From an optimization exercise on the open Yosys and OpenROAD flow, aimed at small area; shortcuts taken in it are not production practice. Function was checked by simulation only, so behaviour that the tests miss may differ from the original. Power figures rest on the tool's default switching activity, not on a simulated workload.

--- flow/run.sh ---
#!/bin/bash
# Own flow: the standard synthesis, then its combinational logic re-mapped
# by ABC with an area-oriented script (flip-flops untouched), then the
# standard layout steps from floorplan to finish.
set -euo pipefail
W=$PWD
R=$W/orfs/results/$FLOW_PLATFORM/Datapath/base
LIB=$FLOW_HOME/platforms/$FLOW_PLATFORM/lib/sky130_fd_sc_hd__tt_025C_1v80.lib

bash standard.sh synth > $W/synth_standard.log 2>&1
cp $R/1_2_yosys.v $W/synth_standard.v

DONTUSE=$(sed -n '/DONT_USE_CELLS +=/,/^#/p' $FLOW_HOME/platforms/$FLOW_PLATFORM/config.mk \
    | grep -o 'sky130_fd_sc_hd__[a-z0-9_]*' | sed 's/^/-dont_use /' | tr '\n' ' ')
sed -e "s#@IN@#$W/synth_standard.v#" -e "s#@OUT@#$W/synth_remap.v#" -e "s#@LIB@#$LIB#g" \
    -e "s#@ABC@#$W/flow/remap.abc#" -e "s#@DONTUSE@#$DONTUSE#" $W/flow/remap.ys > $W/remap_run.ys
yosys -q -l $W/remap.log $W/remap_run.ys > /dev/null 2>&1

cp $W/synth_remap.v $R/1_2_yosys.v
rm -f $R/1_synth.odb
bash standard.sh synth > $W/synth_odb.log 2>&1
bash standard.sh REMOVE_ABC_BUFFERS=1 GPL_KEEP_OVERFLOW=0 \
    "BUFFER_PORTS_ARGS=-buffer_cell sky130_fd_sc_hd__buf_1" \
    "CTS_ARGS=-sink_clustering_enable -repair_clock_nets -root_buf sky130_fd_sc_hd__clkbuf_16 -buf_list sky130_fd_sc_hd__clkbuf_4 -dont_use_dummy_load" \
    finish > $W/layout.log 2>&1
--- flow/remap.abc ---
strash
&get -n
&dch -f
&nf -R 1000
&put
topo
stime -c
--- flow/remap.ys ---
# Re-map the combinational logic of the standard synthesis netlist with a
# different ABC script; the flip-flops (kept as black boxes) and their
# names are left exactly as the standard synthesis made them.
read_verilog @IN@
read_liberty -overwrite -ignore_miss_func @LIB@
setattr -mod -set blackbox 1 sky130_fd_sc_hd__df* sky130_fd_sc_hd__edf* sky130_fd_sc_hd__sdf* sky130_fd_sc_hd__sedf*
hierarchy -top Datapath
flatten
opt_clean -purge
abc -liberty @LIB@ @DONTUSE@ -script @ABC@
read_liberty -lib -overwrite -ignore_miss_func @LIB@
opt_clean -purge
splitnets
opt_clean -purge
hilomap -singleton -hicell sky130_fd_sc_hd__conb_1 HI -locell sky130_fd_sc_hd__conb_1 LO
insbuf -buf sky130_fd_sc_hd__buf_4 A X
check -assert
stat -liberty @LIB@
select Datapath
write_verilog -noattr -nohex -nodec -selected @OUT@
--- standard.sh ---
#!/bin/bash
# synth_recipe.tcl (not shown) runs the flow's synth.tcl, then flattens the netlist and writes it again
# the make line also repeats each setting of config.mk as NAME=value (left out here)
make -C /OpenROAD-flow-scripts/flow DESIGN_CONFIG=/design/flow/config.mk WORK_HOME=/design/flow/orfs CLKGATE_MAP_FILE= SYNTH_SCRIPT=/design/flow/synth_recipe.tcl "${@:-finish}"
--- config.mk ---
export PLATFORM = sky130hd
export DESIGN_NAME = Datapath
export DESIGN_NICKNAME = Datapath
export VERILOG_FILES = /design/flow/design.v
export SDC_FILE = /design/flow/constraint.sdc
export NUM_CORES = 4
export LEC_CHECK = 0
export ABC_AREA = 1
export CAP_MARGIN = 20
export CORE_MARGIN = 2
export CORE_UTILIZATION = 40
export SETUP_SLACK_MARGIN = 0.05
export SLEW_MARGIN = 20
--- constraint.sdc ---
create_clock -name core_clock -period 8.5 [get_ports {clk}]
set_input_delay 1.7000 -clock core_clock [delete_from_list [all_inputs] [get_ports {clk}]]
set_output_delay 1.7000 -clock core_clock [all_outputs]
set_load 0.01 [all_outputs]
--- design.v ---
module regfile(
    input  wire        clk,
    input  wire        rst,
    input  wire        wr,
    input  wire [1:0]  addr1,
    input  wire [1:0]  addr2,
    input  wire [1:0]  addr3,
    input  wire [31:0] data3,
    output wire [31:0] data1,
    output wire [31:0] data2
);
    localparam [31:0] C0 = 32'h12345678;
    localparam [31:0] C1 = 32'h9ABCDEF0;
    localparam [31:0] C2 = 32'hFFFFFFFF;
    localparam [31:0] C3 = 32'h00000001;
    reg [31:0] register [0:3];
    wire [31:0] keep = {32{~rst}};
    wire [31:0] load = {32{rst}};
    always @(posedge clk) begin
        register[0] <= (register[0] & keep) | (C0 & load);
        register[1] <= (register[1] & keep) | (C1 & load);
        register[2] <= (register[2] & keep) | (C2 & load);
        register[3] <= (register[3] & keep) | (C3 & load);
        if (wr)
            register[addr3] <= data3;
    end
    wire [3:0] s1 = 4'b0001 << addr1;
    wire [3:0] s2 = 4'b0001 << addr2;
    wire [31:0] r0 = register[0];
    wire [31:0] r1 = register[1];
    wire [31:0] r2 = register[2];
    wire [31:0] r3 = register[3];
    assign data1 = ({32{s1[0]}} & r0) | ({32{s1[1]}} & r1) |
                   ({32{s1[2]}} & r2) | ({32{s1[3]}} & r3);
    assign data2 = ({32{s2[0]}} & r0) | ({32{s2[1]}} & r1) |
                   ({32{s2[2]}} & r2) | ({32{s2[3]}} & r3);
endmodule
module ALU(
    input  wire [31:0] A,
    input  wire [31:0] B,
    input  wire [2:0]  ALUControl,
    output wire [31:0] Result,
    output wire        Zero
);
    wire op_add = (ALUControl == 3'b000);
    wire op_sub = (ALUControl == 3'b001);
    wire op_and = (ALUControl == 3'b010);
    wire op_xor = (ALUControl == 3'b011);
    wire op_slt = (ALUControl == 3'b101);
    wire inv    = op_sub | op_slt;       
    wire arith  = op_add | op_sub;
    wire en_s   = arith | op_xor;       
    wire [31:0] p  = A ^ B ^ {32{inv}};
    wire [31:0] g  = A & ~p & {32{~op_xor}};
    wire [7:0] bg, bp;
    genvar k, j;
    generate
        for (k = 0; k < 8; k = k + 1) begin : blk
            assign bg[k] = g[4*k+3] | (p[4*k+3] & g[4*k+2]) |
                           (p[4*k+3] & p[4*k+2] & g[4*k+1]) |
                           (p[4*k+3] & p[4*k+2] & p[4*k+1] & g[4*k]);
            assign bp[k] = &p[4*k+3:4*k];
        end
    endgenerate
    wire [7:0] g0 = {bg[7:1], bg[0] | (bp[0] & inv)};
    wire [7:0] p0 = {bp[7:1], 1'b0};
    wire [7:0] g1, p1;
    wire [7:0] g2, p2;
    wire [7:0] g3, p3;
    generate
        for (k = 0; k < 8; k = k + 1) begin : l1
            if (k % 2 == 1) begin : m
                assign g1[k] = g0[k] | (p0[k] & g0[k-1]);
                assign p1[k] = p0[k] & p0[k-1];
            end else begin : n
                assign g1[k] = g0[k];
                assign p1[k] = p0[k];
            end
        end
        for (k = 0; k < 8; k = k + 1) begin : l2
            if (k % 4 >= 2) begin : m
                assign g2[k] = g1[k] | (p1[k] & g1[(k/4)*4+1]);
                assign p2[k] = p1[k] & p1[(k/4)*4+1];
            end else begin : n
                assign g2[k] = g1[k];
                assign p2[k] = p1[k];
            end
        end
        for (k = 0; k < 8; k = k + 1) begin : l3
            if (k >= 4) begin : m
                assign g3[k] = g2[k] | (p2[k] & g2[3]);
                assign p3[k] = p2[k] & p2[3];
            end else begin : n
                assign g3[k] = g2[k];
                assign p3[k] = p2[k];
            end
        end
    endgenerate
    wire [32:0] c;
    assign c[0] = inv;
    generate
        for (k = 0; k < 8; k = k + 1) begin : bc
            if (k > 0) begin : cin
                assign c[4*k] = g3[k-1];
            end
            for (j = 1; j < 4; j = j + 1) begin : rip
                assign c[4*k+j] = g[4*k+j-1] | (p[4*k+j-1] & c[4*k+j-1]);
            end
        end
    endgenerate
    assign c[32] = g3[7];
    wire [31:0] sum = p ^ c[31:0];
    wire less = ~c[32];                  
    assign Result = ({32{en_s}} & sum) | ({32{op_and}} & g) |
                    {31'b0, op_slt & less};
    assign Zero = ~|Result;
endmodule
module Datapath(
    input  wire           clk,
    input  wire           rst,
    input  wire           wr,
    input  wire [2:0]     ALUControl,
    input  wire [1:0]     addr1,
    input  wire [1:0]     addr2,
    input  wire [1:0]     addr3,
    output wire           Zero,
    output wire [31:0]    Result
);
    wire [31:0] data1;
    wire [31:0] data2;
    regfile rf (
        .clk(clk), .rst(rst), .wr(wr),
        .addr1(addr1), .addr2(addr2), .addr3(addr3),
        .data3(Result), .data1(data1), .data2(data2)
    );
    ALU alu_unit (
        .A(data1), .B(data2), .ALUControl(ALUControl),
        .Result(Result), .Zero(Zero)
    );
endmodule
==> results of run 1 <==
[cell usage in the layout (no fill, tap or decap), types with 5 or more instances in the layout]
cell                       instances
sky130_fd_sc_hd__a21boi_0          5
sky130_fd_sc_hd__a21oi_1          64
sky130_fd_sc_hd__a21oi_2           6
sky130_fd_sc_hd__a222oi_1         63
sky130_fd_sc_hd__a22o_1           20
sky130_fd_sc_hd__a22oi_1           8
sky130_fd_sc_hd__and3_1            5
sky130_fd_sc_hd__buf_1            39
sky130_fd_sc_hd__buf_4            36
sky130_fd_sc_hd__clkbuf_4         16
sky130_fd_sc_hd__clkinv_1         28
sky130_fd_sc_hd__dfxtp_1         128
sky130_fd_sc_hd__nand2_1         197
sky130_fd_sc_hd__nand2b_1         12
sky130_fd_sc_hd__nand3_1          12
sky130_fd_sc_hd__nor2_1           78
sky130_fd_sc_hd__nor2_4            6
sky130_fd_sc_hd__nor3_1            8
sky130_fd_sc_hd__o21ai_0          61
sky130_fd_sc_hd__o22a_1           18
sky130_fd_sc_hd__o22ai_1          11
sky130_fd_sc_hd__xnor2_1          64
sky130_fd_sc_hd__xor2_1           14
[repair_timing]
action | in CTS | in global routing
endpoints found under the hold margin | 0 | 0
endpoints found under the setup margin | 10 | 1
pin swaps | 9 | 26
gates resized for setup | 27 | 41
buffers inserted | 10 | 27
cloned | 1 | 2
[where the power goes]
group,leakage (nW),switching (mW),internal [mW]
clock,0.0859,0.202,0.109
combinational,1.97,0.482,0.301
sequential,1.05,0.0484,0.660
[cell type report]
cell class / count / area (sq um) / share of cell area
inverter: 32 / 120 / 0.0143
multi-input combinational: 730 / 4530 / 0.538
sequential: 128 / 2560 / 0.304
timing repair buffer: 95 / 777 / 0.0923
clock buffer: 17 / 145 / 0.0172
tap: 225 / 282 / 0.0334
[metal layers]
metal  vias up  routed length [microns]
met3        74                     2520
met5         -                        0
met2       424                    11600
met4         0                      800
li1       3505                        -
met1      3592                    11400
[critical path: cells and delay by family]
kind,cells,cell delay (ps)
and+or+nand+nor,12,2320
AOI/OAI and AO/OA,10,1850
buffers and inverters,4,540
xor gates and xnor gates,1,220
[worst max-delay path by stage]
stage | start | endpoint | slack [ps] | cells past startpoint
6_report | addr2[1] | Zero | 150 | 27
5_1_grt | addr2[0] | Zero | -90 | 28
4_1_cts | addr1[0] | Zero | 50 | 28
3_5_place_dp | addr1[0] | Zero | -1240 | 26
3_3_place_gp | addr2[1] | Zero | -2680 | 26
2_1_floorplan | addr2[1] | Zero | -710 | 25
[per-stage QoR]
step	cell area [sq um]	cells	hold slack [ps]	TNS, ps
after floorplan	6930	889	442	-706
after global placement	7370	1158	462	-40010
after detailed placement	7740	1170	471	-2790
after CTS	8060	1198	487	0
after global routing	8420	1227	506	-87.0
final	8420	1227	487	0
==> results_tabular.tex, run 1 <==
\begin{tabular}{lr}
\hline
Metric & Value \\
\hline
\multicolumn{2}{l}{\textbf{Status}} \\
\quad Run status & no timing/DRC/antenna violations \\
\multicolumn{2}{l}{\textbf{Power}} \\
\quad Leakage power & 3.10 nW \\
\quad Power per cell area & 214 nW/um\^{}2 \\
\quad Power Total & between 1.5 and 2 mW \\
\quad Worst ir drop on vdd & 107 uV \\
\multicolumn{2}{l}{\textbf{Finish}} \\
\quad Most flop-heavy register & rf.register \\
\quad Filler instances & 1,735 \\
\quad Final Core Density & 0.483 \\
\quad Total Nets Final & 1,016 \\
\quad Diode count & 0 \\
\quad Layout cells sized above 1 & 0.130 \\
\quad Max reg flops & 128 \\
\quad Synthesis-to-finish area growth & 17.5\% \\
\quad Top Registers & rf.register: 128 flops \\
\multicolumn{2}{l}{\textbf{Setup path}} \\
\quad Depth of the most critical reg-to-reg path & 21 \\
\quad Reg-to-reg endpoint & rf.register[1][30]\$\_DFF\_P\_ \\
\quad FF-to-FF Start & rf.register[2][0]\$\_DFF\_P\_ \\
\quad Slowest stage cell on the critical path & sky130\_fd\_sc\_hd\_\_or4\_4 \\
\quad Critical path start-end classification & in -> out \\
\quad Crit path max fanout & 5 \\
\quad Slowest cell delay on critical path & around 500 ps \\
\quad Endpoint arrival time on the critical path & approximately 6700 ps \\
\quad Startpoint Class & primary input \\
\quad CP Capture Type & output port \\
\quad Crit path required time & 6800 ps \\
\quad Worst-case register-to-register setup slack & 3970 ps \\
\multicolumn{2}{l}{\textbf{GRT}} \\
\quad Layer carrying the most global-route usage & met2 \\
\quad Vias in the first global route & 6,848 \\
\quad Global routing met3 resource utilization & 0.0563 \\
\quad Global routing usage on met2 & 0.414 \\
\quad Number of antenna violations at the first check in global routing & 0 \\
\quad Pin count of the biggest net entering global routing & 33 \\
\quad First-pass GRT wire length & 39,000 microns \\
\quad GR Util met1 & 0.378 \\
\quad Sum of overflow across all layers after global routing & 0 \\
\quad GRT Resource Usage Total & 0.273 \\
\multicolumn{2}{l}{\textbf{Drt}} \\
\quad Drt initial violations & between 1,000 and 1,500 \\
\quad Via Count & roughly 7,600 \\
\quad Average wire length per cell after detail routing & approximately 21 microns \\
\quad Post-route DRC & 0 \\
\quad WL final & 26,400 microns \\
\quad Pre-antenna DRT Iters & 7 \\
\quad Number of vias per cell & slightly above 6 \\
\quad Post-route ant nets & 0 \\
\multicolumn{2}{l}{\textbf{CTS}} \\
\quad Worst-Skew Late Latency & 400 ps \\
\quad Clk Tree Root Cell & sky130\_fd\_sc\_hd\_\_clkbuf\_16 \\
\quad Sink count of the clock tree & 128 \\
\quad H-tree levels & 4 \\
\quad Clock transition time at the flip-flop clock pins of the worst setup and hold paths & 100 ps \\
\quad Number of buffers inserted during clock tree synthesis & 17 \\
\quad Number of buffers inserted for hold repair after clock tree synthesis & 0 \\
\quad TritonCTS clock tree & yes \\
\quad Maximum clock path buffer count & 2 \\
\multicolumn{2}{l}{\textbf{Logic synthesis}} \\
\quad Synth Area per Inst & 7.78 sq um \\
\quad Synthesized instance count & between 900 and 1,000 \\
\quad Area of the mapped netlist & 7170 sq um \\
\quad Yosys warning count & 1 \\
\multicolumn{2}{l}{\textbf{Floorplanning}} \\
\quad Top-level port count & 45 \\
\quad Std-Cell Rows & 48 \\
\quad Floorplan die height & between 100 and 150 microns \\
\quad Die extent in x & 138 microns \\
\quad Placeable core region & 17,400 sq um \\
\quad Total Die Area & 19,000 sq um \\
\quad Starting utilization of the core area & 0.412 \\
\multicolumn{2}{l}{\textbf{Timing}} \\
\quad Transition time of the tightest slew-check pin & 1230 ps \\
\quad Number of setup violations in the final report & 0 \\
\quad Share of the clock period used by the worst path & 0.982 \\
\quad Setup WS post-layout & 152 ps \\
\quad Post-route minimum period & 8350 ps \\
\quad Final slew viol count & 0 \\
\quad Maximum clock skew at final layout & between 30 and 40 ps \\
\quad Number of hold violations in the final report & 0 \\
\quad Maximum frequency from static timing analysis & 0.120 GHz \\
\quad Setup repair after global routing missed its margin & true \\
\quad Relative slew slack & 0.181 \\
\multicolumn{2}{l}{\textbf{Hold path}} \\
\quad Worst hold path depth & 2 \\
\quad Launch instance of the worst min-delay path & rf.register[3][20]\$\_DFF\_P\_ \\
\quad Worst hold path type & reg -> reg \\
\quad Hold Crit Endpoint & rf.register[3][20]\$\_DFF\_P\_ \\
\multicolumn{2}{l}{\textbf{Placed design}} \\
\quad Post-Place Worst Slack & -1240 ps \\
\quad Global placer's final weighted congestion & roughly 0.89 \\
\quad Quantity of I/O buffers inserted on ports & between 40 and 50 \\
\quad Post-detail-place hpwl & approximately 16,000 microns \\
\multicolumn{2}{l}{\textbf{Flow run}} \\
\quad Number of maximum-capacitance violations & 0 \\
\hline
\end{tabular}
==> run 2: changes to the inputs <==
--- a/flow/run.sh
+++ b/flow/run.sh
@@ -21,3 +21,3 @@
 bash standard.sh synth > $W/synth_odb.log 2>&1
-bash standard.sh REMOVE_ABC_BUFFERS=1 GPL_KEEP_OVERFLOW=0 \
+bash standard.sh REMOVE_ABC_BUFFERS=1 \
     "BUFFER_PORTS_ARGS=-buffer_cell sky130_fd_sc_hd__buf_1" \
--- a/config.mk
+++ b/config.mk
@@ -11,3 +11,2 @@
 export CORE_UTILIZATION = 40
-export SETUP_SLACK_MARGIN = 0.05
 export SLEW_MARGIN = 20
==> run 2 against run 1 <==
  * Still clean
  * Die area unchanged
  * Sequential power about the same
  * Wire length increased by 0.32%
  * Power increased by 0.97%
  * Critical path type unchanged
==> results_tabular.tex, run 2 <==
\begin{tabular}{lr}
\hline
Metric & Value \\
\hline
\multicolumn{2}{l}{\textbf{Status}} \\
\quad Run status & no timing/DRC/antenna violations \\
\multicolumn{2}{l}{\textbf{Finish}} \\
\quad Post-Layout Cell Count & 1,252 \\
\quad Most frequent cells in the layout & sky130\_fd\_sc\_hd\_\_nand2\_1, sky130\_fd\_sc\_hd\_\_dfxtp\_1, sky130\_fd\_sc\_hd\_\_nor2\_1, sky130\_fd\_sc\_hd\_\_buf\_4, sky130\_fd\_sc\_hd\_\_a21oi\_1 \\
\quad Total Nets Final & about 1,000 \\
\quad Max reg flops & 128 \\
\quad Final Core Density & 0.474 \\
\quad Top Registers & rf.register: 128 flops \\
\quad Layout cells sized above 1 & 0.121 \\
\quad Most common library cell in the layout ignoring fill and taps & sky130\_fd\_sc\_hd\_\_nand2\_1 \\
\quad Most flop-heavy register & rf.register \\
\quad Synthesis-to-finish area growth & 15.1\% \\
\multicolumn{2}{l}{\textbf{Timing}} \\
\quad Maximum clock skew at final layout & 38.5 ps \\
\quad Number of setup violations in the final report & 0 \\
\quad Final setup TNS & 0 ps \\
\quad Share of the clock period used by the worst path & 0.976 \\
\quad Maximum frequency from static timing analysis & 0.121 GHz \\
\quad Relative slew slack & 0.372 \\
\quad Final slew viol count & 0 \\
\quad Post-route minimum period & 8290 ps \\
\quad Transition time of the tightest slew-check pin & 940 ps \\
\quad Worst Hold Margin & 483 ps \\
\quad Number of hold violations in the final report & 0 \\
\multicolumn{2}{l}{\textbf{CTS}} \\
\quad Number of buffers inserted during clock tree synthesis & 17 \\
\quad Clock transition time at the flip-flop clock pins of the worst setup and hold paths & 80 ps \\
\quad Clk Tree Root Cell & sky130\_fd\_sc\_hd\_\_clkbuf\_16 \\
\quad Maximum clock path buffer count & 2 \\
\quad H-tree levels & 4 \\
\quad Sink count of the clock tree & 128 \\
\quad TritonCTS clock tree & yes \\
\quad Worst-Skew Late Latency & 380 ps \\
\multicolumn{2}{l}{\textbf{Power}} \\
\quad Leakage power & 3.08 nW \\
\quad Sequential share of power & 0.389 \\
\quad Power per cell area & 221 nW/um\^{}2 \\
\quad Cell internal pwr & 1.09 mW \\
\quad Worst ir drop on vdd & approximately 100 uV \\
\quad Logic pwr share & 0.439 \\
\quad Clock network fraction of total power & 0.172 \\
\quad Switching power & 727 uW \\
\quad Fraction of power spent switching nets & 0.400 \\
\quad Power Total & 1.82 mW \\
\multicolumn{2}{l}{\textbf{GRT}} \\
\quad GRT Resource Usage Total & 0.285 \\
\quad Sum of overflow across all layers after global routing & 0 \\
\quad Vias in the first global route & 6,928 \\
\quad Pin count of the biggest net entering global routing & 32 \\
\quad Number of antenna violations at the first check in global routing & 2 \\
\quad First-pass GRT wire length & 40,600 microns \\
\multicolumn{2}{l}{\textbf{Placed design}} \\
\quad Quantity of I/O buffers inserted on ports & 44 \\
\quad Post-detail-place hpwl & 17,200 microns \\
\quad Post-placement cell count & 1,229 \\
\quad Global placer's final weighted congestion & between 0.9 and 1 \\
\multicolumn{2}{l}{\textbf{Floorplanning}} \\
\quad Starting utilization of the core area & 0.412 \\
\quad Total Die Area & around 19,000 sq um \\
\quad Die extent in x & 138 microns \\
\quad Floorplan die height & 138 microns \\
\quad Top-level port count & 45 \\
\quad Placeable core region & 17,400 sq um \\
\quad Std-Cell Rows & between 40 and 50 \\
\multicolumn{2}{l}{\textbf{Drt}} \\
\quad WL final & 26,500 microns \\
\quad Average wire length per cell after detail routing & 21.1 microns \\
\quad Drt initial violations & 1,214 \\
\quad Post-route DRC & 0 \\
\quad Number of vias per cell & 6.04 \\
\quad Post-route ant nets & 0 \\
\quad Pre-antenna DRT Iters & 9 \\
\quad Via Count & approximately 7,600 \\
\multicolumn{2}{l}{\textbf{Setup path}} \\
\quad Crit path max fanout & 15 \\
\quad CP Capture Type & output port \\
\quad Crit path required time & 6800 ps \\
\quad Critical path start-end classification & in -> out \\
\quad Endpoint arrival time on the critical path & 6590 ps \\
\quad Startpoint Class & primary input \\
\multicolumn{2}{l}{\textbf{Logic synthesis}} \\
\quad Synthesized instance count & 921 \\
\quad Synth Area per Inst & 7.78 sq um \\
\quad Yosys warning count & 1 \\
\quad Area of the mapped netlist & 7170 sq um \\
\multicolumn{2}{l}{\textbf{Flow run}} \\
\quad Number of maximum-capacitance violations & 0 \\
\multicolumn{2}{l}{\textbf{Hold path}} \\
\quad Worst hold path type & reg -> reg \\
\hline
\end{tabular}
-- run 2: changes by cell type in the layout (fill, tap and decap cells not counted), sizes merged --
cell	previous run	this run
diode	0	2
and2	6	5
buf	92	119
inv	4	3
clkinv	28	29
clkbuf	20	17
-- run 2: power by group through the flow --
stage                     Clock, mW  Combinational (mW)  Sequential, mW
after floorplan                   0               0.492           0.706
after global placement            0               0.749           0.719
after detailed placement          0               0.752           0.720
after CTS                     0.319               0.756           0.706
after global routing          0.341               0.873           0.715
final                         0.313               0.798           0.708
-- run 2: path summary, 6_finish.rpt --
path / from / endpoint / slack [ps] / depth (start not counted)
min: rf.register[3][13]$_DFF_P_ / rf.register[3][13]$_DFF_P_ / 480 / 2
min reg2reg: rf.register[3][13]$_DFF_P_ / rf.register[3][13]$_DFF_P_ / 480 / 2
max reg2reg: rf.register[2][0]$_DFF_P_ / rf.register[0][31]$_DFF_P_ / 4050 / 25
max: addr1[1] / Zero / 210 / 25
-- run 2: worst max-delay path, stage by stage --
cell and delay (ps):
sky130_fd_sc_hd__buf_1 130, sky130_fd_sc_hd__and2_1 200, sky130_fd_sc_hd__buf_4 140, sky130_fd_sc_hd__buf_4 200, sky130_fd_sc_hd__a222oi_1 300, sky130_fd_sc_hd__a21boi_0 380, sky130_fd_sc_hd__xnor2_1 180, sky130_fd_sc_hd__or3_1 450
sky130_fd_sc_hd__nor3_1 190, sky130_fd_sc_hd__nor3_1 100, sky130_fd_sc_hd__o21ai_4 70, sky130_fd_sc_hd__nand4_1 90, sky130_fd_sc_hd__nand2_1 70, sky130_fd_sc_hd__a21oi_1 60, sky130_fd_sc_hd__o21ai_1 200, sky130_fd_sc_hd__buf_4 150
sky130_fd_sc_hd__nand3_1 80, sky130_fd_sc_hd__a222oi_1 450, sky130_fd_sc_hd__nand3_1 160, sky130_fd_sc_hd__nor3_2 170, sky130_fd_sc_hd__nand3_1 110, sky130_fd_sc_hd__nor4_1 290, sky130_fd_sc_hd__nand4_1 190, sky130_fd_sc_hd__nor4_2 320
sky130_fd_sc_hd__buf_2 180
-- run 2: per-layer routing --
layer	GRT usage	wire length (microns)
met4	0.116	975
met2	0.430	11400
met5	0	0
met3	0.0618	2620
met1	0.394	11500
-- run 2: per-stage QoR --
stage	setup slack, ps	instance area (sq um)
2_1_floorplan	-706	6930
3_3_place_gp	29.3	7970
3_5_place_dp	-111	7970
4_1_cts	26.1	8120
5_1_grt	-56.7	8250
6_report	206	8250
-- run 2: layout make-up --
| type | count | area (sq um) |
|---|---|---|
| multi-input cells | 729 | 4370 |
| well taps | 225 | 282 |
| flip-flops and latches | 128 | 2560 |
| diodes | 2 | 5.00 |
| inverters | 32 | 120 |
| repair buffers | 119 | 767 |
| clock buffers | 17 | 145 |
| fillers | 1795 | 9170 |
-- run 2: repair_timing --
item,4_1_cts,5_1_grt
gates resized for setup,2,29
setup endpoints to repair,1,2
pin swaps,0,14
buffers inserted,0,4
hold buffers,0,0
==> run 3: changes to the inputs <==
--- a/flow/run.sh
+++ b/flow/run.sh
@@ -15,3 +15,3 @@
 sed -e "s#@IN@#$W/synth_standard.v#" -e "s#@OUT@#$W/synth_remap.v#" -e "s#@LIB@#$LIB#g" \
-    -e "s#@ABC@#$W/flow/remap.abc#" -e "s#@DONTUSE@#$DONTUSE#" $W/flow/remap.ys > $W/remap_run.ys
+    -e "s#@ABC@#$W/flow/remap.abc#" -e "s#@ZABC@#$W/flow/zero.abc#" -e "s#@DONTUSE@#$DONTUSE#" $W/flow/remap.ys > $W/remap_run.ys
 yosys -q -l $W/remap.log $W/remap_run.ys > /dev/null 2>&1
==> flow/remap.abc (replaced) <==
strash
&get -n
&dch -f
&nf -R 1000 -C 32
&put
topo
stime -c
--- a/flow/remap.ys
+++ b/flow/remap.ys
@@ -1,4 +1,6 @@
-# Re-map the combinational logic of the standard synthesis netlist with a
-# different ABC script; the flip-flops (kept as black boxes) and their
-# names are left exactly as the standard synthesis made them.
+# Re-map the combinational logic of the standard synthesis netlist with
+# ABC; the flip-flops (kept as black boxes) and their names are left exactly
+# as the standard synthesis made them. The gates that only feed the Zero
+# output (the all-zero detector) are mapped on their own for delay, the
+# rest for area.
 read_verilog @IN@
@@ -9,4 +11,13 @@
 opt_clean -purge
-abc -liberty @LIB@ @DONTUSE@ -script @ABC@
+select -set zc o:Zero %ci*:-sky130_fd_sc_hd__dfxtp_1
+select -set oc o:Result %ci*:-sky130_fd_sc_hd__dfxtp_1 t:sky130_fd_sc_hd__dfxtp_1 %ci1 %ci*:-sky130_fd_sc_hd__dfxtp_1 %u
+select -set zonly @zc @oc %d
+select -set zcells @zonly t:* %i
+select -set main t:* @zcells %d
+abc -liberty @LIB@ @DONTUSE@ -script @ABC@ @main
 read_liberty -lib -overwrite -ignore_miss_func @LIB@
+select -clear
+abc -liberty @LIB@ @DONTUSE@ -script @ZABC@ @zcells
+read_liberty -lib -overwrite -ignore_miss_func @LIB@
+select -clear
 opt_clean -purge
==> flow/zero.abc (new file) <==
strash
&get -n
&b
&nf -R 0
&put
topo
stime -c
==> run 3 against run 2 <==
  * Still clean on timing, DRC and antenna
  * Hold slack worse by 1.1 ps
  * Clock power is 3% lower
  * Setup slack better by 140 ps
  * Non-clock buffer count is 11 higher
  * Wire length is 0.51% lower
  * First-iteration DRC count is 12% lower
  * Final cell count is 1.3% lower
  * Core utilization is 0.22 points lower
  * Combinational power is 8.4% higher
  * Synthesized cell count is 3.1% lower
  * Clock skew is 4.7 ps higher
  * Sequential share of layout area is 0.49 points lower
  * Critical endpoint unchanged
==> results_tabular.tex, run 3 <==
\begin{tabular}{lr}
\hline
Metric & Value \\
\hline
\multicolumn{2}{l}{\textbf{Status}} \\
\quad Run status & no timing/DRC/antenna violations \\
\multicolumn{2}{l}{\textbf{GRT}} \\
\quad Pin count of the biggest net entering global routing & 32 \\
\quad Global routing met3 resource utilization & 0.0821 \\
\quad Layer carrying the most global-route usage & met2 \\
\quad Vias in the first global route & 6,966 \\
\quad First-pass GRT wire length & between 40,000 and 50,000 microns \\
\quad Sum of overflow across all layers after global routing & 0 \\
\quad Global routing usage on met2 & 0.408 \\
\quad GR Util met1 & 0.369 \\
\quad Number of antenna violations at the first check in global routing & 0 \\
\quad GRT Resource Usage Total & 0.272 \\
\multicolumn{2}{l}{\textbf{Floorplanning}} \\
\quad Starting utilization of the core area & 0.404 \\
\quad Die extent in x & 138 microns \\
\quad Total Die Area & 19,100 sq um \\
\quad Placeable core region & about 18,000 sq um \\
\quad Top-level port count & 45 \\
\quad Floorplan die height & 138 microns \\
\quad Std-Cell Rows & 49 \\
\multicolumn{2}{l}{\textbf{Timing}} \\
\quad Maximum clock skew at final layout & 43.2 ps \\
\quad Number of setup violations in the final report & 0 \\
\quad Share of the clock period used by the worst path & 0.959 \\
\quad Transition time of the tightest slew-check pin & about 1200 ps \\
\quad Maximum frequency from static timing analysis & 0.123 GHz \\
\quad Relative slew slack & 0.219 \\
\quad Worst Hold Margin & 482 ps \\
\quad Number of hold violations in the final report & 0 \\
\quad Post-route minimum period & 8150 ps \\
\quad Final slew viol count & 0 \\
\multicolumn{2}{l}{\textbf{CTS}} \\
\quad Maximum clock path buffer count & 2 \\
\quad Clk Tree Root Cell & sky130\_fd\_sc\_hd\_\_clkbuf\_16 \\
\quad Number of buffers inserted for hold repair after clock tree synthesis & 0 \\
\quad Sink count of the clock tree & 128 \\
\quad Clock transition time at the flip-flop clock pins of the worst setup and hold paths & 80 ps \\
\quad Number of buffers inserted during clock tree synthesis & 17 \\
\quad TritonCTS clock tree & yes \\
\quad H-tree levels & 4 \\
\quad Worst-Skew Late Latency & roughly 380 ps \\
\multicolumn{2}{l}{\textbf{Finish}} \\
\quad Top Registers & rf.register: 128 flops \\
\quad Filler instances & 1,807 \\
\quad Total Nets Final & 1,021 \\
\quad Max reg flops & about 130 \\
\quad Diode count & 0 \\
\quad Layout cells sized above 1 & 0.141 \\
\quad Synthesis-to-finish area growth & 16.5\% \\
\quad Post-Layout Cell Count & 1,236 \\
\quad Most flop-heavy register & rf.register \\
\quad Most common library cell in the layout ignoring fill and taps & sky130\_fd\_sc\_hd\_\_nand2\_1 \\
\quad Most frequent cells in the layout & sky130\_fd\_sc\_hd\_\_nand2\_1, sky130\_fd\_sc\_hd\_\_dfxtp\_1, sky130\_fd\_sc\_hd\_\_nor2\_1, sky130\_fd\_sc\_hd\_\_buf\_4, sky130\_fd\_sc\_hd\_\_xnor2\_1 \\
\multicolumn{2}{l}{\textbf{Drt}} \\
\quad Via Count & 7,452 \\
\quad Post-route ant nets & 0 \\
\quad Average wire length per cell after detail routing & 21.3 microns \\
\quad Number of vias per cell & 6.03 \\
\quad Post-route DRC & 0 \\
\quad Drt initial violations & $\sim$1,100 \\
\quad Pre-antenna DRT Iters & 10 \\
\quad WL final & 26,300 microns \\
\multicolumn{2}{l}{\textbf{Logic synthesis}} \\
\quad Synthesized instance count & 892 \\
\quad Area of the mapped netlist & $\sim$7000 sq um \\
\quad Yosys warning count & 1 \\
\quad Synth Area per Inst & 8.06 sq um \\
\multicolumn{2}{l}{\textbf{Setup path}} \\
\quad Startpoint Class & primary input \\
\quad Critical path start-end classification & in -> out \\
\quad Depth of the most critical reg-to-reg path & 28 \\
\quad Crit path required time & 6800 ps \\
\quad CP Capture Type & output port \\
\quad Endpoint arrival time on the critical path & about 6500 ps \\
\quad Crit path max fanout & 17 \\
\multicolumn{2}{l}{\textbf{Power}} \\
\quad Power per cell area & 224 nW/um\^{}2 \\
\quad Worst ir drop on vdd & around 93 uV \\
\quad Leakage power & between 3 and 4 nW \\
\multicolumn{2}{l}{\textbf{Placed design}} \\
\quad Quantity of I/O buffers inserted on ports & 44 \\
\quad Post-placement cell count & 1,213 \\
\quad Post-detail-place hpwl & 17,600 microns \\
\quad Global placer's final weighted congestion & 0.928 \\
\multicolumn{2}{l}{\textbf{Hold path}} \\
\quad Worst hold path depth & 2 \\
\quad Worst hold path type & reg -> reg \\
\multicolumn{2}{l}{\textbf{Flow run}} \\
\quad Number of maximum-capacitance violations & 0 \\
\hline
\end{tabular}
run 3: metal layers:
metal | share of wire | wire [microns] | up-vias
met5 | 0 | 0 | -
met1 | 0.43 | 11400 | 3515
met4 | 0.027 | 699 | 0
met2 | 0.44 | 11500 | 393
met3 | 0.10 | 2690 | 49
li1 | - | - | 3495
run 3: worst paths after layout:
check                              from                    endpoint  slack [ps]
max                            addr1[1]                        Zero         350
min          rf.register[3][22]$_DFF_P_  rf.register[3][22]$_DFF_P_         480
max reg2reg   rf.register[2][0]$_DFF_P_  rf.register[0][31]$_DFF_P_        3700
min reg2reg  rf.register[3][22]$_DFF_P_  rf.register[3][22]$_DFF_P_         480
run 3: worst max-delay path, stage by stage:
cell                       delay [ps]
sky130_fd_sc_hd__clkbuf_2         130
sky130_fd_sc_hd__nor2b_2          190
sky130_fd_sc_hd__buf_4            230
sky130_fd_sc_hd__a222oi_1         360
sky130_fd_sc_hd__a21boi_0         440
sky130_fd_sc_hd__xor2_1           210
sky130_fd_sc_hd__xnor2_1          160
sky130_fd_sc_hd__nor2b_1          240
sky130_fd_sc_hd__nand3_1          150
sky130_fd_sc_hd__nor4_1           290
sky130_fd_sc_hd__nor2_1            90
sky130_fd_sc_hd__o21ai_2          120
sky130_fd_sc_hd__a31oi_4          150
sky130_fd_sc_hd__nor4b_2          280
sky130_fd_sc_hd__or3_4            180
sky130_fd_sc_hd__a31oi_1          120
sky130_fd_sc_hd__nor2_1           180
sky130_fd_sc_hd__clkinv_1         210
sky130_fd_sc_hd__nor4bb_2         390
sky130_fd_sc_hd__nand4_1          140
sky130_fd_sc_hd__nor4_1           200
sky130_fd_sc_hd__buf_4            170
sky130_fd_sc_hd__clkbuf_2         120
run 3: timing repair:
item                                   4_1_cts  5_1_grt
setup buffers                                3        3
setup endpoints to repair                    1        4
endpoints found under the hold margin        0        0
pin swaps                                    1       17
resized for setup                            6       38
run 3: cell type report:
type | count | area, sq um | area share
flip-flops and latches | 128 | 2560 | 0.306
repair buffers | 130 | 838 | 0.100
clock buffers | 17 | 145 | 0.0173
inverters | 32 | 120 | 0.0143
multi-input cells | 700 | 4430 | 0.528
well taps | 229 | 287 | 0.0342
run 3: per-stage QoR:
stage / util / worst slack (ps) / total power, mW / area [sq um] / TNS, ps
5_1_grt: 0.471 / -20.7 / 1.99 / 8380 / -20.7
6_report: 0.471 / 349 / 1.88 / 8380 / 0
2_1_floorplan: - / -584 / 1.22 / 6950 / -706
3_3_place_gp: 0.452 / -88.1 / 1.52 / 8030 / -88.1
4_1_cts: 0.463 / 0.474 / 1.84 / 8240 / 0
3_5_place_dp: 0.453 / -127 / 1.52 / 8050 / -127
run 3: power by group:
part	leakage (nW)	internal [mW]	switching, mW	total, mW
Sequential	1.05	0.661	0.0474	0.708
Combinational	1.93	0.368	0.497	0.865
Clock	0.0859	0.109	0.196	0.305
Total	3.06	1.14	0.740	1.88
==> run 4: changes to the inputs <==
--- a/design.v
+++ b/design.v
@@ -51,3 +51,3 @@
     wire arith  = op_add | op_sub;
-    wire en_s   = arith | op_xor;       
+    wire en_s   = arith | op_xor;        
     wire [31:0] p  = A ^ B ^ {32{inv}};
@@ -55,58 +55,94 @@
     wire [7:0] bg, bp;
-    genvar k, j;
-    generate
-        for (k = 0; k < 8; k = k + 1) begin : blk
-            assign bg[k] = g[4*k+3] | (p[4*k+3] & g[4*k+2]) |
-                           (p[4*k+3] & p[4*k+2] & g[4*k+1]) |
-                           (p[4*k+3] & p[4*k+2] & p[4*k+1] & g[4*k]);
-            assign bp[k] = &p[4*k+3:4*k];
-        end
-    endgenerate
-    wire [7:0] g0 = {bg[7:1], bg[0] | (bp[0] & inv)};
-    wire [7:0] p0 = {bp[7:1], 1'b0};
-    wire [7:0] g1, p1;
-    wire [7:0] g2, p2;
-    wire [7:0] g3, p3;
-    generate
-        for (k = 0; k < 8; k = k + 1) begin : l1
-            if (k % 2 == 1) begin : m
-                assign g1[k] = g0[k] | (p0[k] & g0[k-1]);
-                assign p1[k] = p0[k] & p0[k-1];
-            end else begin : n
-                assign g1[k] = g0[k];
-                assign p1[k] = p0[k];
-            end
-        end
-        for (k = 0; k < 8; k = k + 1) begin : l2
-            if (k % 4 >= 2) begin : m
-                assign g2[k] = g1[k] | (p1[k] & g1[(k/4)*4+1]);
-                assign p2[k] = p1[k] & p1[(k/4)*4+1];
-            end else begin : n
-                assign g2[k] = g1[k];
-                assign p2[k] = p1[k];
-            end
-        end
-        for (k = 0; k < 8; k = k + 1) begin : l3
-            if (k >= 4) begin : m
-                assign g3[k] = g2[k] | (p2[k] & g2[3]);
-                assign p3[k] = p2[k] & p2[3];
-            end else begin : n
-                assign g3[k] = g2[k];
-                assign p3[k] = p2[k];
-            end
-        end
-    endgenerate
+    assign bg[0] = (g[3]) |
+                   (p[3] & g[2]) |
+                   (p[3] & p[2] & g[1]) |
+                   (p[3] & p[2] & p[1] & g[0]);
+    assign bp[0] = &p[3:0];
+    assign bg[1] = (g[7]) |
+                   (p[7] & g[6]) |
+                   (p[7] & p[6] & g[5]) |
+                   (p[7] & p[6] & p[5] & g[4]);
+    assign bp[1] = &p[7:4];
+    assign bg[2] = (g[11]) |
+                   (p[11] & g[10]) |
+                   (p[11] & p[10] & g[9]) |
+                   (p[11] & p[10] & p[9] & g[8]);
+    assign bp[2] = &p[11:8];
+    assign bg[3] = (g[15]) |
+                   (p[15] & g[14]) |
+                   (p[15] & p[14] & g[13]) |
+                   (p[15] & p[14] & p[13] & g[12]);
+    assign bp[3] = &p[15:12];
+    assign bg[4] = (g[19]) |
+                   (p[19] & g[18]) |
+                   (p[19] & p[18] & g[17]) |
+                   (p[19] & p[18] & p[17] & g[16]);
+    assign bp[4] = &p[19:16];
+    assign bg[5] = (g[23]) |
+                   (p[23] & g[22]) |
+                   (p[23] & p[22] & g[21]) |
+                   (p[23] & p[22] & p[21] & g[20]);
+    assign bp[5] = &p[23:20];
+    assign bg[6] = (g[27]) |
+                   (p[27] & g[26]) |
+                   (p[27] & p[26] & g[25]) |
+                   (p[27] & p[26] & p[25] & g[24]);
+    assign bp[6] = &p[27:24];
+    assign bg[7] = (g[31]) |
+                   (p[31] & g[30]) |
+                   (p[31] & p[30] & g[29]) |
+                   (p[31] & p[30] & p[29] & g[28]);
+    assign bp[7] = &p[31:28];
+    wire cb0 = bg[0] | (bp[0] & inv);
+    wire pg1 = bg[1] | (bp[1] & cb0);
+    wire pg2 = bg[3] | (bp[3] & bg[2]);
+    wire pp2 = bp[3] & bp[2];
+    wire pg3 = bg[5] | (bp[5] & bg[4]);
+    wire pp3 = bp[5] & bp[4];
+    wire pg4 = bg[7] | (bp[7] & bg[6]);
+    wire pp4 = bp[7] & bp[6];
+    wire pg5 = bg[2] | (bp[2] & pg1);
+    wire pg6 = pg2 | (pp2 & pg1);
+    wire pg7 = bg[6] | (bp[6] & pg3);
+    wire pp7 = bp[6] & pp3;
+    wire pg8 = pg4 | (pp4 & pg3);
+    wire pp8 = pp4 & pp3;
+    wire pg9 = bg[4] | (bp[4] & pg6);
+    wire pg10 = pg3 | (pp3 & pg6);
+    wire pg11 = pg7 | (pp7 & pg6);
+    wire pg12 = pg8 | (pp8 & pg6);
     wire [32:0] c;
     assign c[0] = inv;
-    generate
-        for (k = 0; k < 8; k = k + 1) begin : bc
-            if (k > 0) begin : cin
-                assign c[4*k] = g3[k-1];
-            end
-            for (j = 1; j < 4; j = j + 1) begin : rip
-                assign c[4*k+j] = g[4*k+j-1] | (p[4*k+j-1] & c[4*k+j-1]);
-            end
-        end
-    endgenerate
-    assign c[32] = g3[7];
+    assign c[1] = g[0] | (p[0] & c[0]);
+    assign c[2] = g[1] | (p[1] & c[1]);
+    assign c[3] = g[2] | (p[2] & c[2]);
+    assign c[4] = cb0;
+    assign c[5] = g[4] | (p[4] & c[4]);
+    assign c[6] = g[5] | (p[5] & c[5]);
+    assign c[7] = g[6] | (p[6] & c[6]);
+    assign c[8] = pg1;
+    assign c[9] = g[8] | (p[8] & c[8]);
+    assign c[10] = g[9] | (p[9] & c[9]);
+    assign c[11] = g[10] | (p[10] & c[10]);
+    assign c[12] = pg5;
+    assign c[13] = g[12] | (p[12] & c[12]);
+    assign c[14] = g[13] | (p[13] & c[13]);
+    assign c[15] = g[14] | (p[14] & c[14]);
+    assign c[16] = pg6;
+    assign c[17] = g[16] | (p[16] & c[16]);
+    assign c[18] = g[17] | (p[17] & c[17]);
+    assign c[19] = g[18] | (p[18] & c[18]);
+    assign c[20] = pg9;
+    assign c[21] = g[20] | (p[20] & c[20]);
+    assign c[22] = g[21] | (p[21] & c[21]);
+    assign c[23] = g[22] | (p[22] & c[22]);
+    assign c[24] = pg10;
+    assign c[25] = g[24] | (p[24] & c[24]);
+    assign c[26] = g[25] | (p[25] & c[25]);
+    assign c[27] = g[26] | (p[26] & c[26]);
+    assign c[28] = pg11;
+    assign c[29] = g[28] | (p[28] & c[28]);
+    assign c[30] = g[29] | (p[29] & c[29]);
+    assign c[31] = g[30] | (p[30] & c[30]);
+    assign c[32] = pg12;
     wire [31:0] sum = p ^ c[31:0];
==> run 4 against run 3 <==
  * Design area grew 1.2%
  * Die area grew 0.33%
  * Critical path type unchanged
  * Critical endpoint unchanged
  * Clock power is essentially flat
  * Hold slack better by 1.4 ps
  * Sequential share of layout area down 0.36 points
  * Register-to-register slack better by 110 ps
==> results_tabular.tex, run 4 <==
\begin{tabular}{lr}
\hline
Metric & Value \\
\hline
\multicolumn{2}{l}{\textbf{Status}} \\
\quad Run status & no timing/DRC/antenna violations \\
\multicolumn{2}{l}{\textbf{GRT}} \\
\quad Sum of overflow across all layers after global routing & 0 \\
\quad Vias in the first global route & 6,972 \\
\quad First-pass GRT wire length & 40,700 microns \\
\quad Number of antenna violations at the first check in global routing & 0 \\
\quad GRT Resource Usage Total & 0.271 \\
\quad Pin count of the biggest net entering global routing & 30 \\
\multicolumn{2}{l}{\textbf{Finish}} \\
\quad Layout cells sized above 1 & 0.141 \\
\quad Top Registers & rf.register: 128 flops \\
\quad Max reg flops & 128 \\
\quad Most flop-heavy register & rf.register \\
\quad Synthesis-to-finish area growth & 17.6\% \\
\quad Total Nets Final & 1,053 \\
\quad Diode count & 0 \\
\quad Post-Layout Cell Count & 1,268 \\
\quad Most frequent cells in the layout & sky130\_fd\_sc\_hd\_\_nand2\_1, sky130\_fd\_sc\_hd\_\_dfxtp\_1, sky130\_fd\_sc\_hd\_\_nor2\_1, sky130\_fd\_sc\_hd\_\_buf\_4, sky130\_fd\_sc\_hd\_\_a21oi\_1 \\
\quad Most common library cell in the layout ignoring fill and taps & sky130\_fd\_sc\_hd\_\_nand2\_1 \\
\multicolumn{2}{l}{\textbf{Setup path}} \\
\quad Depth of the most critical reg-to-reg path & 27 \\
\quad CP Capture Type & output port \\
\quad Critical path start-end classification & in -> out \\
\quad Worst-case register-to-register setup slack & 3810 ps \\
\quad Endpoint arrival time on the critical path & $\sim$6500 ps \\
\quad Crit path required time & 6800 ps \\
\quad Slowest stage cell on the critical path & sky130\_fd\_sc\_hd\_\_a222oi\_1 \\
\quad FF-to-FF Start & rf.register[3][0]\$\_DFF\_P\_ \\
\quad Startpoint Class & primary input \\
\quad Slowest cell delay on critical path & $\sim$340 ps \\
\quad Reg-to-reg endpoint & rf.register[1][31]\$\_DFF\_P\_ \\
\quad Crit path max fanout & 12 \\
\multicolumn{2}{l}{\textbf{CTS}} \\
\quad Worst-Skew Late Latency & 370 ps \\
\quad Sink count of the clock tree & 128 \\
\quad Number of buffers inserted for hold repair after clock tree synthesis & 0 \\
\quad Clock transition time at the flip-flop clock pins of the worst setup and hold paths & 80 ps \\
\quad H-tree levels & 4 \\
\quad TritonCTS clock tree & yes \\
\quad Clk Tree Root Cell & sky130\_fd\_sc\_hd\_\_clkbuf\_16 \\
\quad Maximum clock path buffer count & 2 \\
\quad Number of buffers inserted during clock tree synthesis & 17 \\
\multicolumn{2}{l}{\textbf{Power}} \\
\quad Switching power & 733 uW \\
\quad Leakage power & between 3 and 4 nW \\
\quad Clock network fraction of total power & 0.164 \\
\quad Power Total & 1.86 mW \\
\quad Logic pwr share & 0.455 \\
\quad Cell internal pwr & 1.12 mW \\
\quad Fraction of power spent switching nets & 0.395 \\
\quad Power per cell area & 219 nW/um\^{}2 \\
\quad Worst ir drop on vdd & about 110 uV \\
\quad Sequential share of power & 0.382 \\
\multicolumn{2}{l}{\textbf{Drt}} \\
\quad WL final & 26,300 microns \\
\quad Post-route ant nets & 0 \\
\quad Drt initial violations & roughly 1,000 \\
\quad Average wire length per cell after detail routing & 20.7 microns \\
\quad Via Count & 7,613 \\
\quad Pre-antenna DRT Iters & 9 \\
\quad Number of vias per cell & 6.00 \\
\quad Post-route DRC & 0 \\
\multicolumn{2}{l}{\textbf{Floorplanning}} \\
\quad Std-Cell Rows & 49 \\
\quad Total Die Area & 19,100 sq um \\
\quad Die extent in x & $\sim$140 microns \\
\quad Floorplan die height & approximately 140 microns \\
\quad Top-level port count & 45 \\
\quad Starting utilization of the core area & 0.404 \\
\quad Placeable core region & 17,800 sq um \\
\multicolumn{2}{l}{\textbf{Hold path}} \\
\quad Worst hold path type & reg -> reg \\
\quad Hold Crit Endpoint & rf.register[1][8]\$\_DFF\_P\_ \\
\quad Launch instance of the worst min-delay path & rf.register[1][8]\$\_DFF\_P\_ \\
\quad Worst hold path depth & 2 \\
\multicolumn{2}{l}{\textbf{Timing}} \\
\quad Transition time of the tightest slew-check pin & 876 ps \\
\quad Relative slew slack & 0.414 \\
\quad Post-route minimum period & 8200 ps \\
\quad Number of hold violations in the final report & 0 \\
\quad Number of setup violations in the final report & 0 \\
\quad Maximum clock skew at final layout & 30.0 ps \\
\quad Final slew viol count & 0 \\
\quad Maximum frequency from static timing analysis & 0.122 GHz \\
\quad Share of the clock period used by the worst path & 0.964 \\
\multicolumn{2}{l}{\textbf{Placed design}} \\
\quad Post-detail-place hpwl & 17,500 microns \\
\quad Global placer's final weighted congestion & $\sim$0.94 \\
\quad Quantity of I/O buffers inserted on ports & 44 \\
\quad Post-placement cell count & 1,246 \\
\multicolumn{2}{l}{\textbf{Logic synthesis}} \\
\quad Yosys warning count & 1 \\
\quad Area of the mapped netlist & 7210 sq um \\
\quad Synth Area per Inst & 7.83 sq um \\
\quad Synthesized instance count & $\sim$900 \\
\multicolumn{2}{l}{\textbf{Flow run}} \\
\quad Number of maximum-capacitance violations & 0 \\
\hline
\end{tabular}
[run 4: worst max-delay path by stage]
stage / start / endpoint / slack, ps / cells past startpoint
2_1_floorplan: addr2[1] / Zero / -350 / 26
3_3_place_gp: addr1[0] / Zero / 70 / 29
3_5_place_dp: addr1[0] / Zero / -80 / 29
4_1_cts: addr1[0] / Zero / 20 / 30
5_1_grt: addr1[0] / Zero / -40 / 27
6_report: addr2[1] / Zero / 300 / 27
[run 4: layout make-up]
| cell class | count | area [sq um] |
|---|---|---|
| inverters | 35 | 131 |
| repair buffers | 133 | 911 |
| well taps | 229 | 287 |
| multi-input cells | 726 | 4440 |
| flip-flops and latches | 128 | 2560 |
| clock buffers | 17 | 145 |
| fillers | 1792 | 9360 |
[run 4: per-stage QoR]
stage / hold WS [ps] / cell area, sq um / setup TNS (ps) / utilization / worst slack (ps)
6_report: 484 / 8480 / 0 / 0.475 / 303
3_5_place_dp: 470 / 8160 / -78.2 / 0.457 / -78.2
2_1_floorplan: 441 / 6970 / -346 / - / -346
4_1_cts: 485 / 8320 / 0 / 0.466 / 16.9
5_1_grt: 506 / 8480 / -39.8 / 0.475 / -39.8
3_3_place_gp: 460 / 8160 / 0 / 0.457 / 74.6
[run 4: power by group through the flow]
| stage | Combinational [mW] | Clock (mW) | Sequential, mW |
|---|---|---|---|
| floorplan | 0.495 | 0 | 0.706 |
| global placement | 0.779 | 0 | 0.719 |
| detailed placement | 0.782 | 0 | 0.720 |
| CTS | 0.791 | 0.313 | 0.706 |
| global route | 0.915 | 0.333 | 0.718 |
| finish | 0.843 | 0.303 | 0.708 |
[run 4: critical path, delay by kind of cell]
kind | cells | cell delay, ps
and+or+nand+nor | 11 | 1910
buffers and inverters | 7 | 890
AOI/OAI and AO/OA | 7 | 1630
xor gates and xnor gates | 2 | 340
[run 4: per-layer routing]
layer | part of all wire | up-vias | track usage
li1 | - | 3573 | -
met1 | 0.44 | 3587 | 0.376
met2 | 0.45 | 403 | 0.419
met3 | 0.092 | 50 | 0.0572
met4 | 0.025 | 0 | 0.0924
met5 | 0 | - | 0
[run 4: what timing repair did]
item / in CTS / in global routing
setup endpoints to repair: 1 / 1
gates cloned: 0 / 0
gates resized for setup: 6 / 35
buffers inserted: 0 / 5
endpoints found under the hold margin: 0 / 0
pin swaps: 0 / 14
==> run 5: changes to the inputs <==
--- a/flow/run.sh
+++ b/flow/run.sh
@@ -15,3 +15,3 @@
 sed -e "s#@IN@#$W/synth_standard.v#" -e "s#@OUT@#$W/synth_remap.v#" -e "s#@LIB@#$LIB#g" \
-    -e "s#@ABC@#$W/flow/remap.abc#" -e "s#@ZABC@#$W/flow/zero.abc#" -e "s#@DONTUSE@#$DONTUSE#" $W/flow/remap.ys > $W/remap_run.ys
+    -e "s#@ABC@#$W/flow/remap.abc#" -e "s#@DONTUSE@#$DONTUSE#" $W/flow/remap.ys > $W/remap_run.ys
 yosys -q -l $W/remap.log $W/remap_run.ys > /dev/null 2>&1
==> flow/remap.ys (replaced) <==
# Re-map the combinational logic of the standard synthesis netlist with a
# different ABC script; the flip-flops (kept as black boxes) and their
# names are left exactly as the standard synthesis made them.
read_verilog @IN@
read_liberty -overwrite -ignore_miss_func @LIB@
setattr -mod -set blackbox 1 sky130_fd_sc_hd__df* sky130_fd_sc_hd__edf* sky130_fd_sc_hd__sdf* sky130_fd_sc_hd__sedf*
hierarchy -top Datapath
flatten
opt_clean -purge
abc -liberty @LIB@ @DONTUSE@ -script @ABC@
read_liberty -lib -overwrite -ignore_miss_func @LIB@
opt_clean -purge
splitnets
opt_clean -purge
hilomap -singleton -hicell sky130_fd_sc_hd__conb_1 HI -locell sky130_fd_sc_hd__conb_1 LO
insbuf -buf sky130_fd_sc_hd__buf_4 A X
check -assert
stat -liberty @LIB@
select Datapath
write_verilog -noattr -nohex -nodec -selected @OUT@
--- a/config.mk
+++ b/config.mk
@@ -11,2 +11,3 @@
 export CORE_UTILIZATION = 40
+export PLACE_DENSITY = 0.5
 export SLEW_MARGIN = 20
removed: flow/zero.abc
==> run 5 against run 4 <==
  * Still clean
  * Setup slack better by 27 ps
  * Sequential power hardly changed
  * Non-clock buffer count fell by 24
  * Final cell count fell by 2.5%
  * Core utilization down 0.18 points
  * Count of clock-buffer cells in the layout did not move
  * Power down 1.9%
  * Synthesized cell count decreased by 0.43%
  * Register-to-register slack improved by 130 ps
  * Wire length up 5.0%
  * Largest cell class unchanged
  * Largest power group unchanged
==> results_tabular.tex, run 5 <==
\begin{tabular}{lr}
\hline
Metric & Value \\
\hline
\multicolumn{2}{l}{\textbf{GRT}} \\
\quad First-pass GRT wire length & 42,100 microns \\
\quad GRT Resource Usage Total & 0.296 \\
\quad Number of antenna violations at the first check in global routing & 0 \\
\quad Sum of overflow across all layers after global routing & 0 \\
\quad Vias in the first global route & approximately 7,300 \\
\quad Pin count of the biggest net entering global routing & 32 \\
\multicolumn{2}{l}{\textbf{Timing}} \\
\quad Maximum frequency from static timing analysis & $\sim$0.12 GHz \\
\quad Relative slew slack & 0.277 \\
\quad Post-route minimum period & around 8200 ps \\
\quad Final slew viol count & 0 \\
\quad Final setup TNS & 0 ps \\
\quad Number of setup violations in the final report & 0 \\
\quad Number of hold violations in the final report & 0 \\
\quad Transition time of the tightest slew-check pin & $\sim$1100 ps \\
\quad Maximum clock skew at final layout & 52.3 ps \\
\quad Share of the clock period used by the worst path & 0.961 \\
\multicolumn{2}{l}{\textbf{Drt}} \\
\quad Via Count & 7,657 \\
\quad Pre-antenna DRT Iters & 6 \\
\quad Post-route ant nets & 0 \\
\quad Number of vias per cell & 6.19 \\
\quad Drt initial violations & approximately 1,000 \\
\quad WL final & 27,600 microns \\
\quad Post-route DRC & 0 \\
\quad Average wire length per cell after detail routing & around 22 microns \\
\multicolumn{2}{l}{\textbf{Setup path}} \\
\quad Reg-to-reg endpoint & rf.register[3][31]\$\_DFF\_P\_ \\
\quad Slowest stage cell on the critical path & sky130\_fd\_sc\_hd\_\_a222oi\_1 \\
\quad FF-to-FF Start & rf.register[0][0]\$\_DFF\_P\_ \\
\quad Critical path start-end classification & in -> out \\
\quad CP Capture Type & output port \\
\quad Slowest cell delay on critical path & 350 ps \\
\quad Endpoint arrival time on the critical path & 6470 ps \\
\quad Crit path max fanout & 12 \\
\quad Depth of the most critical reg-to-reg path & 25 \\
\quad Worst-case register-to-register setup slack & 3940 ps \\
\quad Startpoint Class & primary input \\
\quad Most Frequent Cell on Critical Path & sky130\_fd\_sc\_hd\_\_buf\_4 \\
\quad Crit path required time & 6800 ps \\
\multicolumn{2}{l}{\textbf{CTS}} \\
\quad TritonCTS clock tree & yes \\
\quad Sink count of the clock tree & 128 \\
\quad Maximum clock path buffer count & 2 \\
\quad Number of buffers inserted during clock tree synthesis & 17 \\
\quad Worst-Skew Late Latency & $\sim$380 ps \\
\quad Clock transition time at the flip-flop clock pins of the worst setup and hold paths & 60 ps \\
\quad H-tree levels & 4 \\
\quad Clk Tree Root Cell & sky130\_fd\_sc\_hd\_\_clkbuf\_16 \\
\quad Number of buffers inserted for hold repair after clock tree synthesis & 0 \\
\multicolumn{2}{l}{\textbf{Floorplanning}} \\
\quad Total Die Area & roughly 19,000 sq um \\
\quad Floorplan die height & approximately 140 microns \\
\quad Placeable core region & 17,400 sq um \\
\quad Top-level port count & 45 \\
\quad Std-Cell Rows & 48 \\
\quad Die extent in x & 138 microns \\
\quad Starting utilization of the core area & 0.412 \\
\multicolumn{2}{l}{\textbf{Logic synthesis}} \\
\quad Synth Area per Inst & 7.83 sq um \\
\quad Synthesized instance count & 917 \\
\quad Area of the mapped netlist & 7180 sq um \\
\quad Yosys warning count & 1 \\
\multicolumn{2}{l}{\textbf{Placed design}} \\
\quad Quantity of I/O buffers inserted on ports & between 40 and 50 \\
\quad Post-placement cell count & approximately 1,200 \\
\quad Post-detail-place hpwl & 17,900 microns \\
\quad Global placer's final weighted congestion & approximately 0.94 \\
\multicolumn{2}{l}{\textbf{Finish}} \\
\quad Most common library cell in the layout ignoring fill and taps & sky130\_fd\_sc\_hd\_\_nand2\_1 \\
\quad Filler instances & approximately 1,800 \\
\quad Diode count & 0 \\
\quad Most frequent cells in the layout & sky130\_fd\_sc\_hd\_\_nand2\_1, sky130\_fd\_sc\_hd\_\_dfxtp\_1, sky130\_fd\_sc\_hd\_\_nor2\_1, sky130\_fd\_sc\_hd\_\_a21oi\_1, sky130\_fd\_sc\_hd\_\_o21ai\_0 \\
\quad Post-Layout Cell Count & 1,236 \\
\quad Synthesis-to-finish area growth & 14.9\% \\
\quad Multi-input gate area in the final layout & 4440 sq um \\
\quad Most flop-heavy register & rf.register \\
\quad Layout cells sized above 1 & 0.117 \\
\quad Top Registers & rf.register: 128 flops \\
\quad Max reg flops & around 130 \\
\quad Sequential Area & between 2000 and 3000 sq um \\
\quad Total Nets Final & 1,025 \\
\multicolumn{2}{l}{\textbf{Status}} \\
\quad Run status & no timing/DRC/antenna violations \\
\multicolumn{2}{l}{\textbf{Power}} \\
\quad Power per cell area & 221 nW/um\^{}2 \\
\quad Worst ir drop on vdd & between 100 and 150 uV \\
\quad Leakage power & 3.02 nW \\
\multicolumn{2}{l}{\textbf{Hold path}} \\
\quad Worst hold path type & reg -> reg \\
\quad Hold Crit Endpoint & rf.register[1][29]\$\_DFF\_P\_ \\
\quad Worst hold path depth & 2 \\
\quad Launch instance of the worst min-delay path & rf.register[1][29]\$\_DFF\_P\_ \\
\multicolumn{2}{l}{\textbf{Flow run}} \\
\quad Number of maximum-capacitance violations & 0 \\
\hline
\end{tabular}
[run 5: repair_timing]
item                                    4_1_cts  5_1_grt
gates resized for setup                       6       31
endpoints found under the setup margin        1        1
buffers inserted                              1        1
pin swaps                                     1        4
[run 5: power breakdown]
group	total [mW]	leakage, nW	internal (mW)	switching, mW
clock	0.316	0.0859	0.110	0.207
combinational	0.797	1.89	0.311	0.486
sequential	0.707	1.05	0.660	0.0473
total	1.82	3.02	1.08	0.740
[run 5: layout make-up]
type / count / share of cell area
Multi-Input combinational cell: 723 / 0.538
Tap cell: 225 / 0.0341
Inverter: 34 / 0.0155
Timing Repair Buffer: 109 / 0.0837
Clock buffer: 17 / 0.0176
Sequential cell: 128 / 0.311
[run 5: stage by stage]
stage | hold slack [ps] | instance area, sq um | utilization | power, mW | worst slack, ps
floorplan | 441 | 6940 | - | 1.19 | 73.5
global placement | 453 | 7910 | 0.454 | 1.45 | -156
detailed placement | 469 | 7920 | 0.455 | 1.46 | -171
CTS | 484 | 8110 | 0.465 | 1.78 | 8.41
global route | 501 | 8250 | 0.474 | 1.93 | -55.2
finish | 483 | 8250 | 0.474 | 1.82 | 330
[run 5: worst max-delay path by stage]
stage | to | cells after the start | slack [ps] | start
after detailed placement | Zero | 23 | -170 | addr1[1]
final | Zero | 25 | 330 | addr1[0]
after global placement | Zero | 22 | -160 | addr2[1]
after floorplan | Zero | 23 | 70 | addr2[1]
after CTS | Zero | 25 | 8 | addr2[1]
after global routing | Zero | 26 | -60 | addr1[0]
[run 5: worst max-delay path: cells and delay by family]
kind,cells,cell delay [ps]
AND/OR/NAND/NOR,9,1440
XOR/XNOR,3,520
AO/OA/AOI/OAI,7,1720
buffers and inverters,6,1070
[run 5: routing by layer]
layer / vias up / track usage / part of all wire
met4: 0 / 0.0998 / 0.019
met1: 3709 / 0.396 / 0.43
met5: - / 0 / 0
li1: 3516 / - / -
met2: 383 / 0.474 / 0.46
met3: 49 / 0.0618 / 0.086
==> run 6: changes to the inputs <==
--- a/config.mk
+++ b/config.mk
@@ -11,3 +11,3 @@
 export CORE_UTILIZATION = 40
-export PLACE_DENSITY = 0.5
+export PLACE_DENSITY = 0.92
 export SLEW_MARGIN = 20
==> run 6 against run 5 <==
  * Still clean
  * Sequential share of layout area increased by 0.19 points
  * Area after synthesis unchanged
  * Non-clock buffer count down 5
  * Setup slack lost 170 ps
  * Global-route usage down 3.3 points
  * Clock skew down 11 ps
  * Power down 0.36%
  * Maximum frequency down 2.0%
  * Clock power is 4% lower
  * Register-to-register slack got worse by 190 ps
  * Via count rose by 3.1%
  * Critical endpoint unchanged
  * Largest power group unchanged
  * Highest routed layer unchanged
==> results_tabular.tex, run 6 <==
\begin{tabular}{lr}
\hline
Metric & Value \\
\hline
\multicolumn{2}{l}{\textbf{CTS}} \\
\quad Worst-Skew Late Latency & 390 ps \\
\quad Clock transition time at the flip-flop clock pins of the worst setup and hold paths & 80 ps \\
\quad Maximum clock path buffer count & 2 \\
\quad Number of buffers inserted during clock tree synthesis & 17 \\
\quad TritonCTS clock tree & yes \\
\quad H-tree levels & 4 \\
\multicolumn{2}{l}{\textbf{Timing}} \\
\quad Number of hold violations in the final report & 0 \\
\quad Share of the clock period used by the worst path & 0.981 \\
\quad Worst Hold Margin & 480 ps \\
\quad Maximum frequency from static timing analysis & 0.120 GHz \\
\quad Number of setup violations in the final report & 0 \\
\multicolumn{2}{l}{\textbf{Floorplanning}} \\
\quad Floorplan die height & 138 microns \\
\quad Top-level port count & 45 \\
\quad Starting utilization of the core area & 0.412 \\
\quad Placeable core region & 17,400 sq um \\
\quad Total Die Area & between 15,000 and 20,000 sq um \\
\quad Std-Cell Rows & 48 \\
\multicolumn{2}{l}{\textbf{Setup path}} \\
\quad Endpoint arrival time on the critical path & 6640 ps \\
\quad FF-to-FF Start & rf.register[3][0]\$\_DFF\_P\_ \\
\quad Worst-case register-to-register setup slack & 3750 ps \\
\multicolumn{2}{l}{\textbf{Finish}} \\
\quad Synthesis-to-finish area growth & 14.2\% \\
\quad Max reg flops & 128 \\
\quad Most common library cell in the layout ignoring fill and taps & sky130\_fd\_sc\_hd\_\_nand2\_1 \\
\quad Final Core Density & 0.471 \\
\quad Layout cells sized above 1 & 0.118 \\
\multicolumn{2}{l}{\textbf{Drt}} \\
\quad Number of vias per cell & 6.41 \\
\quad Via Count & 7,893 \\
\quad Average wire length per cell after detail routing & 20.1 microns \\
\quad Wire length on met1 & 9120 microns \\
\quad Met2 WL post-DR & 10,800 microns \\
\quad Drt initial violations & 1,400 \\
\quad Pre-antenna DRT Iters & 10 \\
\multicolumn{2}{l}{\textbf{Status}} \\
\quad Run status & no timing/DRC/antenna violations \\
\multicolumn{2}{l}{\textbf{GRT}} \\
\quad Number of antenna violations at the first check in global routing & 0 \\
\quad Vias in the first global route & approximately 7,500 \\
\quad GRT Resource Usage Total & 0.263 \\
\quad Sum of overflow across all layers after global routing & 0 \\
\multicolumn{2}{l}{\textbf{Hold path}} \\
\quad Launch instance of the worst min-delay path & rf.register[0][15]\$\_DFF\_P\_ \\
\quad Worst hold path depth & 2 \\
\quad Hold Crit Endpoint & rf.register[0][15]\$\_DFF\_P\_ \\
\quad Worst hold path type & reg -> reg \\
\multicolumn{2}{l}{\textbf{Logic synthesis}} \\
\quad Area of the mapped netlist & 7180 sq um \\
\quad Yosys warning count & 1 \\
\quad Synth Area per Inst & 7.83 sq um \\
\quad Synthesized instance count & 917 \\
\multicolumn{2}{l}{\textbf{Power}} \\
\quad Leakage power & 2.99 nW \\
\quad Power per cell area & 221 nW/um\^{}2 \\
\multicolumn{2}{l}{\textbf{Placed design}} \\
\quad Post-detail-place hpwl & 16,300 microns \\
\quad Global placer's final weighted congestion & 0.982 \\
\hline
\end{tabular}
-- run 6: final cells by class --
class                   instances  area [sq um]  share of cell area
flip-flops and latches        128          2560               0.313
inverters                      34           128              0.0156
multi-input cells             723          4460               0.545
well taps                     225           282              0.0343
repair buffers                104           617              0.0752
clock buffers                  17           145              0.0177
-- run 6: worst max path at each step --
stage	startpoint	endpoint	cells after the start
after floorplan	addr2[1]	Zero	23
after global placement	addr1[1]	Zero	23
after detailed placement	addr1[1]	Zero	25
after CTS	addr1[1]	Zero	25
after global routing	addr1[1]	Zero	26
final	addr1[1]	Zero	25
-- run 6: per-layer routing --
| layer | up-vias | GRT usage |
|---|---|---|
| met5 | - | 0 |
| met4 | 0 | 0.182 |
| met3 | 162 | 0.0877 |
| met2 | 607 | 0.396 |
| met1 | 3619 | 0.316 |
| li1 | 3505 | - |
-- run 6: metrics by stage --
step           area, sq um  setup WS, ps  instances
2_1_floorplan         6940          73.5        885
3_3_place_gp          7810         -10.5       1208
3_5_place_dp          7810          -190       1208
4_1_cts               8000          5.46       1225
5_1_grt               8200         -84.1       1231
6_report              8200           162       1231
-- run 6: worst max-delay path: stages --
cell	delay [ps]
sky130_fd_sc_hd__buf_1	110
sky130_fd_sc_hd__and2_1	190
sky130_fd_sc_hd__a222oi_1	440
sky130_fd_sc_hd__nand2_1	180
sky130_fd_sc_hd__xnor2_2	250
sky130_fd_sc_hd__buf_4	170
sky130_fd_sc_hd__a211oi_4	70
sky130_fd_sc_hd__a21o_1	200
sky130_fd_sc_hd__a21oi_2	160
sky130_fd_sc_hd__nor2_2	80
sky130_fd_sc_hd__a32o_1	210
sky130_fd_sc_hd__and2_1	180
sky130_fd_sc_hd__a21oi_4	220
sky130_fd_sc_hd__nor2_1	100
sky130_fd_sc_hd__or2_0	290
sky130_fd_sc_hd__a21oi_2	210
sky130_fd_sc_hd__o21ai_1	100
sky130_fd_sc_hd__xnor2_1	170
sky130_fd_sc_hd__a22oi_2	250
sky130_fd_sc_hd__clkinv_1	170
sky130_fd_sc_hd__nor4_2	260
sky130_fd_sc_hd__buf_4	160
sky130_fd_sc_hd__nand4_1	270
sky130_fd_sc_hd__nor3_2	330
sky130_fd_sc_hd__clkbuf_2	170
-- run 6: report_power, final --
group / internal, mW / switching, mW / total, mW
combinational: 0.309 / 0.492 / 0.801
clock: 0.109 / 0.194 / 0.304
sequential: 0.660 / 0.0498 / 0.710
-- run 6: timing repair --
action	CTS	global route
buffers inserted	0	6
pin swaps	0	10
gates resized for setup	7	41
endpoints found under the setup margin	1	7
hold buffers	0	0
hold endpoints to repair	0	0
